Context: an optimization exercise on an open-source flow, tuned for small area, a short achievable clock period and few clock cycles per item. The choices shown serve that exercise and are no tape-out recipe. Only simulation tests tie the RTL to the original design; equivalence was not proved. Power figures rest on the tool's default switching activity, not on a simulated workload.

Design header_parser, start of the top module:
module header_parser (
    input  logic         clk,
    input  logic         rst_n,
    input  logic  [0:255]  in_data,
    input  logic  [31:0]   in_keep,
    input  logic           in_valid,
    input  logic           in_last,
    output logic  [0:255]  out_data,
    output logic  [0:31]   out_keep,
    output logic           out_valid,
    output logic           out_last,
    output logic           timestamp_valid,
    output logic  [31:0]   timestamp,
    input  logic           out_ready,
    output logic           in_ready,
    input  logic           cfg_we,
    input  logic  [3:0]    cfg_waddr,
    input  logic  [31:0]   cfg_wdata,
    input  logic  [3:0]    cfg_raddr,
    output logic  [31:0]   cfg_rdata
);
Size: ~1100 cells after synthesis, roughly 9600 um^2 of cells after synthesis.
==> flow/config.mk <==
export PLATFORM = sky130hd
export DESIGN_NAME = header_parser
export DESIGN_NICKNAME = header_parser
export VERILOG_FILES = /design/flow/design.v
export SDC_FILE = /design/flow/constraint.sdc
export NUM_CORES = 4
export LEC_CHECK = 0
export CAP_MARGIN = 20
export CORE_MARGIN = 2
export CORE_UTILIZATION = 28
export PLACE_DENSITY = 0.5
export SETUP_SLACK_MARGIN = 1.7
export SLEW_MARGIN = 20
==> flow/constraint.sdc <==
create_clock -name core_clock -period 5.0 [get_ports {clk}]
set_input_delay 1.0000 -clock core_clock [delete_from_list [all_inputs] [get_ports {clk}]]
set_output_delay 1.0000 -clock core_clock [all_outputs]
set_load 0.01 [all_outputs]
standard.sh (not shown) runs the stock make flow with config.mk's settings and CLKGATE_MAP_FILE= SYNTH_SCRIPT=/design/flow/synth_recipe.tcl, a recipe that flattens the netlist after the stock synthesis.
==> flow/flow/run.sh <==
#!/bin/bash
set -euo pipefail
cp standard.sh standard_sh.txt
export BUFFER_PORTS_ARGS="-buffer_cell sky130_fd_sc_hd__buf_1"
ARGS="IO_CONSTRAINTS=$PWD/flow/io.tcl"
bash standard.sh $ARGS synth > synth.log 2>&1
R=$PWD/orfs/results/$FLOW_PLATFORM/header_parser/base
cp $R/1_2_yosys.v standard_synth.v
python3 flow/rmux.py cut standard_synth.v cut.v ov > rmux_cut.log 2>&1
LIB=$FLOW_HOME/platforms/$FLOW_PLATFORM/lib/sky130_fd_sc_hd__tt_025C_1v80.lib \
IN=$PWD/cut.v OUT=$PWD/remapped.v TOP=$FLOW_TOP ABC_SCRIPT=$PWD/flow/remap.abc \
  yosys -c flow/remap.tcl > remap.log 2>&1
python3 flow/rmux.py add remapped.v final_synth.v ov > rmux_add.log 2>&1
cp final_synth.v $R/1_2_yosys.v
rm -f $R/1_synth.odb $R/1_synth.sdc
bash standard.sh $ARGS > standard.log 2>&1
Other scripts of this flow, unchanged in this note and not shown: flow/flow/io.tcl, flow/flow/remap.abc, flow/flow/remap.tcl, flow/flow/rmux.py
The starting point died in I/O pin placement (3_2_place_iop) (PPL-0024).
Testbench counts at the start, summed over its fixed seeds: cycles 26,111, packets 2,400.
Edit:
--- a/flow/config.mk
+++ b/flow/config.mk
@@ -8,5 +8,5 @@
 export CAP_MARGIN = 20
 export CORE_MARGIN = 2
-export CORE_UTILIZATION = 28
+export CORE_UTILIZATION = 25
 export PLACE_DENSITY = 0.5
 export SETUP_SLACK_MARGIN = 1.7
Outcome: The new run finished clean; area after synthesis stays the same; synthesized cell count does not change.
Edit:
--- a/flow/config.mk
+++ b/flow/config.mk
@@ -9,5 +9,5 @@
 export CORE_MARGIN = 2
 export CORE_UTILIZATION = 25
-export PLACE_DENSITY = 0.5
+export PLACE_DENSITY = 0.6
 export SETUP_SLACK_MARGIN = 1.7
 export SLEW_MARGIN = 20
=>
- cell area decreases slightly
- wire length decreases by a few percent
- cell count decreases slightly
- combinational power stays flat
- power increases slightly
- setup slack loses 0.0081 ns
- maximum frequency stays flat
- sequential power hardly moves
Edit:
--- a/flow/config.mk
+++ b/flow/config.mk
@@ -8,6 +8,6 @@
 export CAP_MARGIN = 20
 export CORE_MARGIN = 2
-export CORE_UTILIZATION = 25
-export PLACE_DENSITY = 0.6
+export CORE_UTILIZATION = 21
+export PLACE_DENSITY = 0.5
 export SETUP_SLACK_MARGIN = 1.7
 export SLEW_MARGIN = 20
What happened:
- The new run ran to the end with no violations
- routed wire length is higher by 7.2%
- cell area is higher by 1.3%
- cell count is higher by 5.0%
- clock skew is higher by 0.0031 ns
- flip-flop and latch count stays the same
- via count is lower by 1.1%
- power stays flat
- fmax is lower by 3.4%
- global-route usage is lower by 2.6 points
- setup slack is worse by 0.12 ns
- non-clock buffer count is higher by 7
Edit:
--- a/flow/config.mk
+++ b/flow/config.mk
@@ -8,6 +8,6 @@
 export CAP_MARGIN = 20
 export CORE_MARGIN = 2
-export CORE_UTILIZATION = 21
+export CORE_UTILIZATION = 25
 export PLACE_DENSITY = 0.5
-export SETUP_SLACK_MARGIN = 1.7
+export SETUP_SLACK_MARGIN = 1.6
 export SLEW_MARGIN = 20
Via count barely changes.
Clock-buffer cell count drops by 1.
Worst setup slack improves by 0.062 ns.
Core utilization climbs by 4.9 points.
Design area drops by 2.0%.
Critical path depth drops by 1.
Clock skew drops by 0.0045 ns.
Worst hold slack degrades by 0.024 ns.
Edit:
--- a/flow/flow/run.sh
+++ b/flow/flow/run.sh
@@ -11,5 +11,5 @@
 IN=$PWD/cut.v OUT=$PWD/remapped.v TOP=$FLOW_TOP ABC_SCRIPT=$PWD/flow/remap.abc \
   yosys -c flow/remap.tcl > remap.log 2>&1
-python3 flow/rmux.py add remapped.v final_synth.v ov > rmux_add.log 2>&1
+python3 flow/rmux.py add remapped.v final_synth.v ov dup > rmux_add.log 2>&1
 cp final_synth.v $R/1_2_yosys.v
 rm -f $R/1_synth.odb $R/1_synth.sdc
Power is lower by a few percent. Wire length falls by a few percent. Die area is higher slightly. Global-route usage drops by 1.2 points. Hold slack degrades by 0.0040 ns. Via count went down slightly. Cell area barely changes. Setup slack is worse by 0.048 ns. Fmax goes down slightly. Synthesized area rises slightly.


== job 3397 ==
header_parser again, from the RTL that the note above started with.
// header_parser
module header_parser (
    input  logic         clk,
    input  logic         rst_n,
    input  logic  [0:255]  in_data,
    input  logic  [31:0]   in_keep,
    input  logic           in_valid,
    input  logic           in_last,
    output logic  [0:255]  out_data,
    output logic  [0:31]   out_keep,
    output logic           out_valid,
    output logic           out_last,
    output logic           timestamp_valid,
    output logic  [31:0]   timestamp,
    input  logic           out_ready,
    output logic           in_ready,
    input  logic           cfg_we,
    input  logic  [3:0]    cfg_waddr,
    input  logic  [31:0]   cfg_wdata,
    input  logic  [3:0]    cfg_raddr,
    output logic  [31:0]   cfg_rdata
);
    localparam [31:0] HEADER_KEEP = 32'h0000_03FF;    
    typedef enum logic [2:0] {
        IDLE,     
        HDR1,     
        SD,       
        STREAM,   
        DROP      
    } parse_state;
  ...
Settings: LEC_CHECK=0, CAP_MARGIN=20, CORE_MARGIN=2, CORE_UTILIZATION=25, PLACE_DENSITY=0.5, SETUP_SLACK_MARGIN=1.8, SLEW_MARGIN=20; clock period 5.0 ns.
==> flow/flow/run.sh <==
#!/bin/bash
set -euo pipefail
cp standard.sh standard_sh.txt
export BUFFER_PORTS_ARGS="-buffer_cell sky130_fd_sc_hd__buf_1"
ARGS="IO_CONSTRAINTS=$PWD/flow/io.tcl"
bash standard.sh $ARGS synth > synth.log 2>&1
R=$PWD/orfs/results/$FLOW_PLATFORM/header_parser/base
cp $R/1_2_yosys.v standard_synth.v
python3 flow/rmux.py cut standard_synth.v cut.v ov > rmux_cut.log 2>&1
LIB=$FLOW_HOME/platforms/$FLOW_PLATFORM/lib/sky130_fd_sc_hd__tt_025C_1v80.lib \
IN=$PWD/cut.v OUT=$PWD/remapped.v TOP=$FLOW_TOP ABC_SCRIPT=$PWD/flow/remap.abc \
  yosys -c flow/remap.tcl > remap.log 2>&1
python3 flow/rmux.py add remapped.v final_synth.v ov > rmux_add.log 2>&1
cp final_synth.v $R/1_2_yosys.v
rm -f $R/1_synth.odb $R/1_synth.sdc
bash standard.sh $ARGS > standard.log 2>&1
Other scripts of this flow, unchanged in this note and not shown: flow/flow/io.tcl, flow/flow/remap.abc, flow/flow/remap.tcl, flow/flow/rmux.py
Job 3397 ended with every stage complete and zero timing, DRC or antenna violations.
Testbench counts of job 3397, summed over its fixed seeds: cycles 26,111, packets 2,400.
Modified inputs, job 3632 compared to job 3397
- SETUP_SLACK_MARGIN now 1.3, was 1.8
Relative to job 3397, the number of buffers outside the clock class in the layout measured on job 3632 has decreased by a little under 10%.
Route | job 3632 vs job 3397 | wire shorter in job 3632
Maximum fanout count along the critical path: lower on job 3632
### job 3632 -> job 4900
- SETUP_SLACK_MARGIN changed from 1.3 to 2.0
Looking at the reports, job 4900 completed the entire flow and the layout it produced met the timing, DRC and antenna checks. Of the two values seen for most congested layer reported by global routing, met1 was produced by job 3632 and met2 by job 4900. The part of the total power dissipated in sequential elements of job 4900 falls short of that of job 3632 by 1.6 points. Between job 3632 and job 4900, the flow reports routability congestion estimate decreasing by a few percent. [diff] wire length of the first global-routing pass, job 4900 relative to job 3632: regression. Higher sequential cell area share goes to job 3632 over job 4900. Final critical-path setup slack was lower in the run labelled job 3632. Taking job 3632 as the reference, in job 4900 biggest fanout along the worst timing path down 8; detailed-route via count went up by 4.2%; highest clock rate increased 10%; final area rose by 0.0016 mm²; global-route usage climbed 2.5 points.
The following lists how job 9750 was set up differently from job 4900:
- setting CTS_BUF_LIST to sky130_fd_sc_hd__clkbuf_8 for the first time
- changing SETUP_SLACK_MARGIN from 2.0 to 1.6
Compared with job 4900, wire length on met1 in job 9750 decreased by a little under 10%. Per the comparison of job 9750 with job 4900, via count of the first global-routing pass decreased 367; power after layout decreased about 8%; count of clock-buffer cells in the layout decreased 5. Changes observed in job 9750 relative to job 4900: fraction of the cycle the final worst path needs went up, post-layout worst setup margin shrank by 150 ps. Instance count on the critical path: job 9750 vs job 4900 up 2. From job 9750 to job 4900, synthesized netlist net count did not move at all. Compared with job 4900, job 9750 shows a worst hold margin that is 19 ps higher. Number of vias after detailed routing ended up 3.9% lower on job 9750 than on job 4900. Between job 9750 and job 4900, area growth from synthesis to final layout is higher for job 4900, job 9750 comes in under that.
Setup changes, job 9750 to job 9661
- a deleted CTS_BUF_LIST that had been sky130_fd_sc_hd__clkbuf_8
## What came out
Looking at final-layout clock buffer total across job 9750 and job 9661, the one that comes out lower is job 9750.
[compare] base=job 9750 new=job 9661: total power rose by 5.1%; layout net count stayed essentially flat.

static timing again, ports no longer ideal:
The flow's constraints put no driver on any port. The routed layouts listed below were extracted and timed again, unchanged, in two steps.
Step 1 assumes that a clkbuf_16 drives the clock port and a buf_2 every other input.
Step 2 times the ports against the registers' clock, not the clock port: input delays grow and output delays shrink by t, the midpoint of the rising clock arrivals with the driver on.
Three values: no drivers, after step 1, after step 2; two values: the first two.
| run | t (ns) | slack for setup (ns) | latest minus earliest clock arrival (ns) | worst register clock-pin slew, ns | worst slew at a driven data input, ns |
|---|---|---|---|---|---|
| the second run of note 1 | 0.476 | 1.702 / 1.678 / 1.678 | 0.017 / 0.017 | 0.08 / 0.08 | 0.22 |
| the third run of note 1 | 0.483 | 1.693 / 1.671 / 1.671 | 0.014 / 0.015 | 0.08 / 0.08 | 0.26 |
| the fourth run of note 1 | 0.499 | 1.578 / 1.560 / 1.560 | 0.019 / 0.019 | 0.08 / 0.08 | 0.26 |
| the fifth run of note 1 | 0.477 | 1.640 / 1.615 / 1.615 | 0.015 / 0.016 | 0.08 / 0.08 | 0.23 |
| the sixth run of note 1 | 0.489 | 1.592 / 1.572 / 1.572 | 0.015 / 0.015 | 0.08 / 0.08 | 0.24 |
| job 3397 | 0.489 | 1.649 / 1.559 / 1.559 | 0.016 / 0.016 | 0.08 / 0.08 | 0.26 |
| job 3632 | 0.473 | 1.381 / 1.356 / 1.356 | 0.017 / 0.017 | 0.08 / 0.08 | 0.25 |
| job 4900 | 0.491 | 1.718 / 1.621 / 1.621 | 0.017 / 0.016 | 0.08 / 0.08 | 0.25 |
| job 9750 | 0.530 | 1.568 / 1.546 / 1.546 | 0.022 / 0.023 | 0.11 / 0.11 | 0.24 |
| job 9661 | 0.496 | 1.606 / 1.584 / 1.584 | 0.019 / 0.018 | 0.08 / 0.08 | 0.25 |
After both steps setup and hold are still met in every run listed. For job 4900, which loses most, drivers alone change the setup slack by -0.097 ns; drivers and shift together by -0.097 ns.
